What follows belongs to an exercise in optimizing a design on an open flow for small area, a short achievable clock period and few clock cycles per item; a production flow would make more cautious choices. Where RTL was checked, it was by simulation tests only, not by an equivalence proof against the original.

==> run F: inputs <==
==> flow/design.v (excerpt) <==
module MD5(
    input clk,
    input rst_n,
    input hash_en,
    input rst_en,
    input w_en,
    input [2:0] w_addr,
    input [63:0] w_data,
    input r_addr,
    output wire [63:0] r_data,
    output wire hash_rdy
);
clock: 12.0 ns
lec_check: 0
abc_area: 1
cap_margin: 20
core_margin: 2
core_utilization: 55
cts_buf_list: sky130_fd_sc_hd__clkbuf_16
cts_cluster_diameter: 100
cts_cluster_size: 20
setup_slack_margin: 5
slew_margin: 20
standard.sh (not shown) runs the stock make flow with config.mk's settings and CLKGATE_MAP_FILE= SYNTH_SCRIPT=/design/flow/synth_recipe.tcl, a recipe that flattens the netlist after the stock synthesis.
==> flow/flow/run.sh <==
#!/bin/bash
# The standard layout (standard.sh, unchanged synthesis and steps), with a
# larger setup margin for the resizer's timing repair so that it keeps
# working below the 12 ns clock, and plain buffers (buf_2) as the port
# buffers that buffer_ports inserts. The SDC and everything else are the standard flow's.
set -euo pipefail
MARGIN=6.3
export BUFFER_PORTS_ARGS="-buffer_cell sky130_fd_sc_hd__buf_2"
sed "s/SETUP_SLACK_MARGIN=[0-9.]*/SETUP_SLACK_MARGIN=${MARGIN}/" standard.sh > standard_margin.sh
bash standard_margin.sh > standard.log 2>&1
==> run R: changes against run F <==
--- a/flow/design.v
+++ b/flow/design.v
@@ -36,10 +36,33 @@
                 6'd56: k = 32'h6fa87e4f; 6'd57: k = 32'hfe2ce6e0; 6'd58: k = 32'ha3014314; 6'd59: k = 32'h4e0811a1;
                 6'd60: k = 32'hf7537e82; 6'd61: k = 32'hbd3af235; 6'd62: k = 32'h2ad7d2bb; default: k = 32'heb86d391;
             endcase
         end
     endfunction
+    function [3:0] g;
+        input [5:0] idx;
+        begin
+            case (idx[5:4])
+                2'd0: g = idx[3:0];
+                2'd1: g = 5 * idx[3:0] + 1;
+                2'd2: g = 3 * idx[3:0] + 5;
+                default: g = 7 * idx[3:0];
+            endcase
+        end
+    endfunction
+    function [31:0] fn;
+        input [1:0] grp;
+        input [31:0] b, c, d;
+        begin
+            case (grp)
+                2'd0: fn = (b & c) | (~b & d);
+                2'd1: fn = (b & d) | (c & ~d);
+                2'd2: fn = b ^ c ^ d;
+                default: fn = c ^ (b | ~d);
+            endcase
+        end
+    endfunction
     function [31:0] rotl;
         input [31:0] x;
         input [4:0] n;
         begin
             rotl = (x << n) | (x >> (6'd32 - {1'b0, n}));
@@ -113,43 +136,42 @@
     wire [31:0] Ha = iv ? IV_A : ha;
     wire [31:0] Hb = iv ? IV_B : hb;
     wire [31:0] Hc = iv ? IV_C : hc;
     wire [31:0] Hd = iv ? IV_D : hd;
     wire [31:0] Z1 = add_bk(r61 ? Ha : r62 ? Hd : Hc, B);
+    wire [31:0] Z2 = Hb + B;
     wire [31:0] t = fr + P;
     wire [31:0] r1 = ({32{rfine[0]}} & rotl(t, 5'd4)) | ({32{rfine[1]}} & rotl(t, 5'd5))
                    | ({32{rfine[2]}} & rotl(t, 5'd6)) | ({32{rfine[3]}} & rotl(t, 5'd7));
     wire [31:0] rt = ({32{rcoarse[0]}} & r1) | ({32{rcoarse[1]}} & rotl(r1, 5'd5))
                    | ({32{rcoarse[2]}} & rotl(r1, 5'd10)) | ({32{rcoarse[3]}} & rotl(r1, 5'd16));
-    wire [31:0] Bn = B + rt;
+    wire [31:0] Bn = (fin ? Z2 : B) + rt;
     wire [7:0] ttn = (rn[5:4] == 2'd0) ? TT_F : (rn[5:4] == 2'd1) ? TT_G :
                      (rn[5:4] == 2'd2) ? TT_H : TT_I;
     reg [31:0] x1, x0;
     integer j;
     always @(*)
         for (j = 0; j < 32; j = j + 1) begin
             x1[j] = ttn[{1'b1, B[j], C[j]}];
             x0[j] = ttn[{1'b0, B[j], C[j]}];
         end
+    wire [31:0] fn_busy = (Bn & x1) | (~Bn & x0);
     wire [31:0] B0 = rst_en ? IV_B : Hb;
     wire [31:0] C0 = rst_en ? IV_C : Hc;
     wire [31:0] D0 = rst_en ? IV_D : Hd;
     wire [31:0] fn_start = (B0 & C0) | (~B0 & D0);
-    wire [31:0] y1 = busy ? x1 : fn_start;
-    wire [31:0] y0 = busy ? x0 : fn_start;
-    wire [31:0] frd = (Bn & y1) | (~Bn & y0);
     wire byp = ~busy & w_en & (w_addr == 3'd0);
     reg [31:0] wsel;
     always @(*) begin
         wsel = 32'd0;
         for (j = 0; j < 8; j = j + 1)
             wsel = wsel | ({32{gn[2*j]}} & slot[j][63:32]) | ({32{gn[2*j+1]}} & slot[j][31:0]);
     end
     wire [31:0] w_raw = byp ? w_data[63:32] : wsel;
-    wire [31:0] An = busy ? (fin ? Hb : D) : (rst_en ? IV_A : Ha);
-    wire [31:0] Kn = fin ? B : k(rn);
-    wire [31:0] Wn = fin ? rt : bswap(w_raw);
+    wire [31:0] An = busy ? D : (rst_en ? IV_A : Ha);
+    wire [31:0] Kn = k(rn);
+    wire [31:0] Wn = bswap(w_raw);
     wire [31:0] Ps = An ^ Kn ^ Wn;
     wire [31:0] Pc = (An & Kn) | (An & Wn) | (Kn & Wn);
     wire [31:0] Pn = Ps + {Pc[30:0], 1'b0};
     wire [5:0] rn1 = rn + 6'd1;
     reg [15:0] gn1;
@@ -166,11 +188,11 @@
     always @(posedge clk) begin
         for (j = 0; j < 8; j = j + 1)
             if (~busy & w_en & (w_addr == j))
                 slot[j] <= w_data;
         P <= Pn;
-        fr <= frd;
+        fr <= busy ? fn_busy : fn_start;
         if (busy) begin
             B <= Bn;
             C <= B;
             D <= C;
         end else begin
@@ -184,11 +206,11 @@
             ha <= Z1;
         if (r62)
             hd <= Z1;
         if (fin) begin
             hc <= Z1;
-            hb <= Pn;
+            hb <= Bn;
         end
     end
     always @(posedge clk or negedge rst_n) begin
         if (~rst_n) begin
             busy <= 1'b0;
==> flow/flow/run.sh (replaced) <==
#!/bin/bash
# The standard layout (standard.sh, unchanged synthesis and steps), with a
# larger setup margin for the resizer's timing repair so that it keeps
# working below the 12 ns clock. The SDC and everything else are the standard flow's.
set -euo pipefail
MARGIN=6.3
sed "s/SETUP_SLACK_MARGIN=[0-9.]*/SETUP_SLACK_MARGIN=${MARGIN}/" standard.sh > standard_margin.sh
bash standard_margin.sh > standard.log 2>&1
- CORE_UTILIZATION: 55 -> 40
- CTS_BUF_LIST: sky130_fd_sc_hd__clkbuf_16 -> default
- CTS_CLUSTER_DIAMETER: 100 -> default
- CTS_CLUSTER_SIZE: 20 -> default
==> reports/results.txt <==
WL met3: 19900 um
Largest net degree at the start of global routing: 109
Worst Hold Slack: 0.502 ns
Mux cell area share after synthesis: 0
WS Path Type: in -> out
Sequential share of cell area: 0.426
Worst R2R Path Depth: 19
Cell Count, Final, Fillers Out: 6966
HP Start: hd[22]
Post-CTS resize count: 251
Multi-input comb cells: 3618
Status: no timing/DRC/antenna violations
Setup crit start kind: primary input
Area grow syn2layout: 17.1%
Die W: 346 um
[end of results for run R]
==> reports/results.txt <==
Post-CTS resize count: 134
Sequential share of cell area: 0.461
Worst Hold Slack: 0.543 ns
WS Path Type: reg -> reg
Status: no timing/DRC/antenna violations
Worst R2R Path Depth: 25
Setup crit start kind: register
Largest net degree at the start of global routing: 64
Mux cell area share after synthesis: 0.000463
HP Start: hc[9]
WL met3: 17700 um
[end of results for run F]
Testbench counts of run R, summed over its fixed seeds: cycles 27,648, blocks 384.
Only the layout flow was run in run F; the RTL was not checked for function there.

-- static timing again, ports no longer ideal --
In the flow no input, the clock included, has a driving cell. The finished layouts below were timed again as built, in two steps. Step 1 assumes that a clkbuf_16 drives the clock port and a buf_2 every other input. Step 2 also shifts input and output timing later by t, the mid clock arrival at the registers, as if the neighbouring blocks saw the same clock. a / b / c = no drivers / after step 1 / after step 2; a / b = the first two.
run | shift t [ns] | setup WS [ns] | worst setup path after step 2 | latest minus earliest clock arrival (ns)
run F | 0.727 | 6.109 / 6.109 / 5.517 | input to register | 0.056 / 0.056
run R | 0.760 | 6.246 / 5.937 / 5.695 | input to register | 0.060 / 0.060
After both steps every run listed still meets setup and hold. The setup slack of run F, which loses most, moves by 0.000 ns with the drivers and by -0.592 ns with both steps.
